Background: an optimization exercise with open tools, aiming at small area and a short achievable clock period. Do not read the settings as production practice. The RTL was checked by simulation tests, not by an equivalence proof against the original design. Power is estimated from default activity; no workload was simulated.

==> inputs of sierra <==
## LEGLiteComputer
module LEGLiteComputer(
	output logic [15:0] iaddr,       
	output logic [15:0] alu_out,     
	output logic [6:0]  io_display,  
	input  logic        clock,
	input  logic [15:0] idata,       
	input  logic        io_sw0,      
	input  logic        io_sw1,
	input  logic        reset
	);
export LEC_CHECK = 0
export CAP_MARGIN = 20
export CORE_MARGIN = 2
export CORE_UTILIZATION = 60
export CTS_BUF_LIST = sky130_fd_sc_hd__clkbuf_8
export CTS_CLUSTER_DIAMETER = 50
export CTS_CLUSTER_SIZE = 18
export PLACE_DENSITY = 0.75
export SETUP_SLACK_MARGIN = 5
export SLEW_MARGIN = 20
export SYNTH_HIERARCHICAL = 1
create_clock -name core_clock -period 12.5 [get_ports {clock}]
run.sh (not shown) runs the stock make flow with config.mk's settings and CLKGATE_MAP_FILE= SYNTH_SCRIPT=/design/flow/synth_recipe.tcl, a recipe that flattens the netlist after the stock synthesis.
==> inputs of indigo, as changes to sierra <==
==> flow/config.mk (replaced) <==
export PLATFORM = sky130hd
export DESIGN_NAME = LEGLiteComputer
export DESIGN_NICKNAME = LEGLiteComputer
export VERILOG_FILES = /design/flow/design.v
export SDC_FILE = /design/flow/constraint.sdc
export NUM_CORES = 4
export LEC_CHECK = 0
export CAP_MARGIN = 20
export CORE_MARGIN = 2
export CORE_UTILIZATION = 55
export CTS_BUF_LIST = sky130_fd_sc_hd__clkbuf_4 sky130_fd_sc_hd__clkbuf_8
export CTS_CLUSTER_DIAMETER = 45
export CTS_CLUSTER_SIZE = 16
export PLACE_DENSITY = 0.7
export SETUP_SLACK_MARGIN = 5
export SLEW_MARGIN = 20
export SYNTH_HIERARCHICAL = 1
==> summary of the runs <==
sierra completed without violations. indigo went through all stages and came out clean. Via count is about the same in sierra and indigo. In synthesized area, indigo and sierra do not differ. In indigo the global-route usage is lower than in sierra, by 2.4 points. Combinational power is about the same in sierra and indigo. Between indigo and sierra, the lower count of clock-buffer cells in the layout is in sierra (gap 42). In indigo the wire length is higher than in sierra, by 2.6%. Of indigo and sierra, indigo has the higher maximum frequency (gap 0.38%, measured against sierra). In indigo the clock skew is lower than in sierra, by 0.019 ns. Of indigo and sierra, sierra has the higher sequential share of layout area (gap 0.83 points). Non-clock buffer count: indigo is higher than sierra (73).
==> figures <==
Outcome: sierra no timing/DRC/antenna violations; indigo no timing/DRC/antenna violations
NetSw: sierra 3.70 mW; indigo 3.74 mW
Vias in the first global route: sierra 63182; indigo 64240
Crit path launch: sierra idata[3]; indigo idata[4]
Standard cell core area: sierra 131000 um2; indigo 143000 um2
Clock Power Share: sierra 0.331; indigo 0.357
Slowest cell on crit path: sierra nor2_2; indigo a222oi_1
Signal buf overhead: sierra 0.0266; indigo 0.0325
M1 WL: sierra 110 mm; indigo 116 mm
Floorplan die area: sierra 135000 um2; indigo 147000 um2
NumNets Final: sierra 6964; indigo 7060
Die height: sierra 367 um; indigo 383 um
Met3 global-route usage: sierra 0.109; indigo 0.0872
Non-Filler Instances: sierra 8794; indigo 9068
Initial core utilization: sierra 0.602; indigo 0.552
Layout clock buffers: sierra 184; indigo 226
Cell leakage power: sierra 32.2 nW; indigo 33.0 nW
Most used cell along the critical path: sierra a211oi_1; indigo buf_4
All-Layer GR Usage: sierra 0.408; indigo 0.384
Minimum setup slack among reg-to-reg paths: sierra 6.61 ns; indigo 6.57 ns
Data arrival time at the worst-slack endpoint: sierra 8.56 ns; indigo 8.26 ns
CP Buf/Inv Count: sierra 4; indigo 6

* * *

==> inputs of job 7925 <==
==> flow/design.v <==
module LEGLiteComputer(
	output logic [15:0] iaddr,       
	output logic [15:0] alu_out,     
	output logic [6:0]  io_display,  
	input  logic        clock,
	input  logic [15:0] idata,       
	input  logic        io_sw0,      
	input  logic        io_sw1,
	input  logic        reset
	);
wire [3:0]  op  = idata[15:12];
wire [2:0]  rm  = idata[11:9];
wire [2:0]  rn  = idata[5:3];
wire [2:0]  rd  = idata[2:0];
wire [15:0] imm = {{10{idata[11]}}, idata[11:6]};
wire is_ld   = (op == 4'd5);
wire is_st   = (op == 4'd6);
wire is_cbz  = (op == 4'd7);
wire is_addi = (op == 4'd8);
wire is_andi = (op == 4'd9);
wire use_imm = is_ld | is_st | is_addi | is_andi;
wire regwr   = (op == 4'd0) | is_ld | is_addi | is_andi;
logic [15:0] regs [0:6];
wire use_rm = ~use_imm & ~is_cbz;
wire [6:0] asel, bsel;
for (genvar i = 0; i < 7; i++) begin : g_rsel
	assign asel[i] = (rn == 3'(i));
	assign bsel[i] = (rm == 3'(i)) & use_rm;
end
logic [15:0] ra, opb;
always_comb begin
	ra  = 16'd0;
	opb = imm & {16{use_imm}};
	for (int i = 0; i < 7; i++) begin
		ra  = ra  | (regs[i] & {16{asel[i]}});
		opb = opb | (regs[i] & {16{bsel[i]}});
	end
end
wire [6:0] tsel;
wire [15:0] rt;
genvar gi, gb, gk;
for (gi = 0; gi < 7; gi++) begin : g_tsel
	assign tsel[gi] = (rd == 3'(gi));
end
for (gb = 0; gb < 16; gb++) begin : g_rt
	wire y0, y1, y2;
	c_aoi222 u0(.a0(regs[0][gb]), .b0(tsel[0]), .a1(regs[1][gb]), .b1(tsel[1]),
	            .a2(regs[2][gb]), .b2(tsel[2]), .y(y0));
	c_aoi222 u1(.a0(regs[3][gb]), .b0(tsel[3]), .a1(regs[4][gb]), .b1(tsel[4]),
	            .a2(regs[5][gb]), .b2(tsel[5]), .y(y1));
	c_nand2  u2(.a(regs[6][gb]), .b(tsel[6]), .y(y2));
	c_nand3  u3(.a(y0), .b(y1), .c(y2), .y(rt[gb]));
end
wire [15:0] g0 = ra & opb;
wire [15:0] t0 = ra | opb;
wire [15:0] p0;
for (genvar i = 0; i < 16; i++) begin : g_p0
	c_xor2 x(.a(ra[i]), .b(opb[i]), .y(p0[i]));
end
logic [15:0] kg, kp;
always_comb begin
	kg = g0 & {16{~is_andi}};
	kp = t0;
	for (int d = 1; d < 16; d = d * 2)
		for (int i = 15; i >= d; i--) begin
			kg[i] = kg[i] | (kp[i] & kg[i-d]);
			kp[i] = kp[i] & kp[i-d];
		end
end
wire [15:0] half = is_andi ? g0 : p0;
wire [15:0] alu  = half ^ {kg[14:0], 1'b0};
wire [15:0] sum_i = alu;    
assign alu_out = alu;
logic [15:1] pc;
wire         take = is_cbz & (ra == 16'd0);
wire [15:1]  pc_inc = pc + 15'd1;
wire [15:1]  pc_br  = pc + imm[14:0];
always_ff @(posedge clock)
	if (reset) pc <= 15'd0;
	else       pc <= take ? pc_br : pc_inc;
assign iaddr = {pc, 1'b0};
wire in_range = (sum_i[15:8] == 8'd0);
wire is_sw    = (sum_i == 16'hfff0);
wire is_disp  = (sum_i == 16'hfffa);
wire [7:0]  lo;
wire [15:0] hi, whi;
for (gi = 0; gi < 8; gi++) begin : g_lo
	assign lo[gi] = (sum_i[3:1] == 3'(gi));
end
for (gi = 0; gi < 16; gi++) begin : g_hi
	assign hi[gi]  = (sum_i[7:4] == 4'(gi));
	assign whi[gi] = is_st & in_range & hi[gi];
end
wire [127:0] sel, wen;
for (gi = 0; gi < 128; gi++) begin : g_sel
	assign sel[gi] = lo[gi % 8] & hi[gi / 8];
	assign wen[gi] = lo[gi % 8] & whi[gi / 8];
end
logic [15:0] mem [0:127];
for (gi = 0; gi < 128; gi++) begin : g_mem
	always_ff @(posedge clock)
		if (wen[gi]) mem[gi] <= rt;
end
logic [6:0] disp;
always_ff @(posedge clock)
	if (is_st & is_disp) disp <= rt[6:0];
assign io_display = disp;
wire [15:0] mrd;
for (gb = 0; gb < 16; gb++) begin : g_rd
	wire [43:0] y;
	wire [10:0] z;
	wire [5:0]  u;
	wire [1:0]  v;
	for (gk = 0; gk < 42; gk++) begin : g_l1
		c_aoi222 a(.a0(mem[3*gk][gb]),   .b0(sel[3*gk]),
		           .a1(mem[3*gk+1][gb]), .b1(sel[3*gk+1]),
		           .a2(mem[3*gk+2][gb]), .b2(sel[3*gk+2]), .y(y[gk]));
	end
	c_nand2 n126(.a(mem[126][gb]), .b(sel[126]), .y(y[42]));
	c_nand2 n127(.a(mem[127][gb]), .b(sel[127]), .y(y[43]));
	for (gk = 0; gk < 11; gk++) begin : g_l2
		c_nand4 n(.a(y[4*gk]), .b(y[4*gk+1]), .c(y[4*gk+2]), .d(y[4*gk+3]), .y(z[gk]));
	end
	for (gk = 0; gk < 5; gk++) begin : g_l3
		c_nor2 n(.a(z[2*gk]), .b(z[2*gk+1]), .y(u[gk]));
	end
	c_inv i10(.a(z[10]), .y(u[5]));
	c_nand3 m0(.a(u[0]), .b(u[1]), .c(u[2]), .y(v[0]));
	c_nand3 m1(.a(u[3]), .b(u[4]), .c(u[5]), .y(v[1]));
	assign mrd[gb] = v[0] | v[1];
end
wire [15:0] ld_data = in_range ? mrd : (is_sw ? {14'd0, io_sw1, io_sw0} : 16'd0);
wire [15:0] wdata = is_ld ? ld_data : alu;
for (gi = 0; gi < 7; gi++) begin : g_regs
	always_ff @(posedge clock)
		if (regwr && rd == 3'(gi)) regs[gi] <= wdata;
end
endmodule
module c_aoi222(input a0, input b0, input a1, input b1, input a2, input b2, output y);
	assign y = ~((a0 & b0) | (a1 & b1) | (a2 & b2));
endmodule
module c_nand2(input a, input b, output y);
	assign y = ~(a & b);
endmodule
module c_nand3(input a, input b, input c, output y);
	assign y = ~(a & b & c);
endmodule
module c_nand4(input a, input b, input c, input d, output y);
	assign y = ~(a & b & c & d);
endmodule
module c_nor2(input a, input b, output y);
	assign y = ~(a | b);
endmodule
module c_inv(input a, output y);
	assign y = ~a;
endmodule
module c_xor2(input a, input b, output y);
	assign y = a ^ b;
endmodule
==> flow/run.sh <==
#!/bin/bash
# synth_recipe.tcl (not shown) runs the flow's synth.tcl, then flattens the netlist and writes it again
# the make line also repeats each setting of config.mk as NAME=value (left out here)
make -C /OpenROAD-flow-scripts/flow DESIGN_CONFIG=/design/flow/config.mk WORK_HOME=/design/flow/orfs CLKGATE_MAP_FILE= SYNTH_SCRIPT=/design/flow/synth_recipe.tcl finish
==> flow/config.mk <==
export PLATFORM = sky130hd
export DESIGN_NAME = LEGLiteComputer
export DESIGN_NICKNAME = LEGLiteComputer
export VERILOG_FILES = /design/flow/design.v
export SDC_FILE = /design/flow/constraint.sdc
export NUM_CORES = 4
export LEC_CHECK = 0
export CAP_MARGIN = 20
export CORE_MARGIN = 2
export CORE_UTILIZATION = 40
export CTS_BUF_LIST = sky130_fd_sc_hd__clkbuf_4 sky130_fd_sc_hd__clkbuf_8
export CTS_CLUSTER_DIAMETER = 45
export CTS_CLUSTER_SIZE = 20
export SETUP_SLACK_MARGIN = 5
export SLEW_MARGIN = 20
export SYNTH_HIERARCHICAL = 1
==> flow/constraint.sdc <==
create_clock -name core_clock -period 12.5 [get_ports {clock}]
set_input_delay 2.5000 -clock core_clock [delete_from_list [all_inputs] [get_ports {clock}]]
set_output_delay 2.5000 -clock core_clock [all_outputs]
set_load 0.01 [all_outputs]
==> job 9498 (differences from job 7925) <==
==> flow/design.v, changed modules only <==
module LEGLiteComputer(
	output logic [15:0] iaddr,       
	output logic [15:0] alu_out,     
	output logic [6:0]  io_display,  
	input  logic        clock,
	input  logic [15:0] idata,       
	input  logic        io_sw0,      
	input  logic        io_sw1,
	input  logic        reset
	);
wire [3:0]  op  = idata[15:12];
wire [2:0]  rm  = idata[11:9];
wire [2:0]  rn  = idata[5:3];
wire [2:0]  rd  = idata[2:0];
wire [15:0] imm = {{10{idata[11]}}, idata[11:6]};
wire is_ld   = (op == 4'd5);
wire is_st   = (op == 4'd6);
wire is_cbz  = (op == 4'd7);
wire is_addi = (op == 4'd8);
wire is_andi = (op == 4'd9);
wire use_imm = is_ld | is_st | is_addi | is_andi;
wire regwr   = (op == 4'd0) | is_ld | is_addi | is_andi;
logic [15:0] regs [0:6];
wire [15:0] ra = (rn == 3'd7) ? 16'd0 : regs[rn];
wire [15:0] rb = (rm == 3'd7) ? 16'd0 : regs[rm];
wire [15:0] rt = (rd == 3'd7) ? 16'd0 : regs[rd];
wire [15:0] opb = is_cbz ? 16'd0 : (use_imm ? imm : rb);
wire [15:0] sum = ra + opb;
wire [15:0] alu = is_andi ? (ra & imm) : sum;
assign alu_out = alu;
logic [15:1] pc;
wire         take = is_cbz & (ra == 16'd0);
wire [15:1]  pc_inc = pc + 15'd1;
wire [15:1]  pc_br  = pc + imm[14:0];
always_ff @(posedge clock)
	if (reset) pc <= 15'd0;
	else       pc <= take ? pc_br : pc_inc;
assign iaddr = {pc, 1'b0};
logic [15:0] mem [0:127];
logic [6:0]  disp;
wire in_range = (alu[15:8] == 8'd0);
wire [6:0] widx = alu[7:1];
wire is_sw   = (alu == 16'hfff0);
wire is_disp = (alu == 16'hfffa);
always_ff @(posedge clock)
	if (is_st & in_range) mem[widx] <= rt;
always_ff @(posedge clock)
	if (is_st & is_disp) disp <= rt[6:0];
assign io_display = disp;
wire [15:0] ld_data = in_range ? mem[widx] : (is_sw ? {14'd0, io_sw1, io_sw0} : 16'd0);
wire [15:0] wdata = is_ld ? ld_data : alu;
always_ff @(posedge clock)
	if (regwr && rd != 3'd7) regs[rd] <= wdata;
endmodule
// module c_aoi222 removed
// module c_nand2 removed
// module c_nand3 removed
// module c_nand4 removed
// module c_nor2 removed
// module c_inv removed
// module c_xor2 removed
Settings changed: SYNTH_HIERARCHICAL 1 to unset.
==> comparison table <==
Outcome: job 7925 finished clean; job 9498 finished clean
Max_slew headroom: job 7925 0.241; job 9498 0.194
Non-Filler Cell Area, Final: job 7925 95400 um^2; job 9498 97800 um^2
Synthesized-area fraction occupied by ao, oa, aoi and oai cells: job 7925 0.108; job 9498 0.114
Fraction of power consumed by combinational cells: job 7925 0.155; job 9498 0.258
Routed vias: job 7925 49300; job 9498 54400
Core Footprint: job 7925 202000 um^2; job 9498 209000 um^2
Sequential fraction of total cell area: job 7925 0.685; job 9498 0.669
Length of routed met3 wiring: job 7925 26.0 mm; job 9498 37.7 mm
Setup ws final: job 7925 4.64 ns; job 9498 4.41 ns
Met1 capacity usage during global routing: job 7925 0.313; job 9498 0.361
Fin crit share: job 7925 0.629; job 9498 0.647
Launching point of the worst reg2reg path: job 7925 regs[5][2]$_DFFE_PP_; job 9498 regs[2][1]$_DFFE_PP_
Quantity of gates resized following cts: job 7925 364; job 9498 335
Iteration count of the initial detailed-routing pass: job 7925 13; job 9498 6
Post-CTS Repair Setup Buffers: job 7925 122; job 9498 77

what the ideal ports hide:
How much do the figures lean on ideal ports? The routed layouts below were timed once more, with nothing changed but the port constraints.
Step 1: set_driving_cell puts a clkbuf_16 on clock and a buf_2 on each other input, an assumption about the parent block.
Step 2 times the ports against the registers' clock, not the clock port: input delays grow and output delays shrink by t, the midpoint of the rising clock arrivals with the driver on.
Slacks: no drivers / after step 1 / after step 2; pairs: no drivers / after step 1.
| run | t (ns) | setup WS [ns] | worst register clock-pin slew, ns |
|---|---|---|---|
| sierra | 1.048 | 4.840 / 4.870 / 3.850 | 0.12 / 0.12 |
| indigo | 1.026 | 4.869 / 4.879 / 3.895 | 0.10 / 0.10 |
| job 7925 | 1.073 | 4.642 / 4.460 / 3.487 | 0.12 / 0.12 |
| job 9498 | 1.123 | 4.410 / 4.266 / 3.717 | 0.12 / 0.12 |
After both steps every run listed still meets setup and hold. The setup slack of job 7925, which loses most, moves by -0.182 ns with the drivers and by -1.155 ns with both steps.
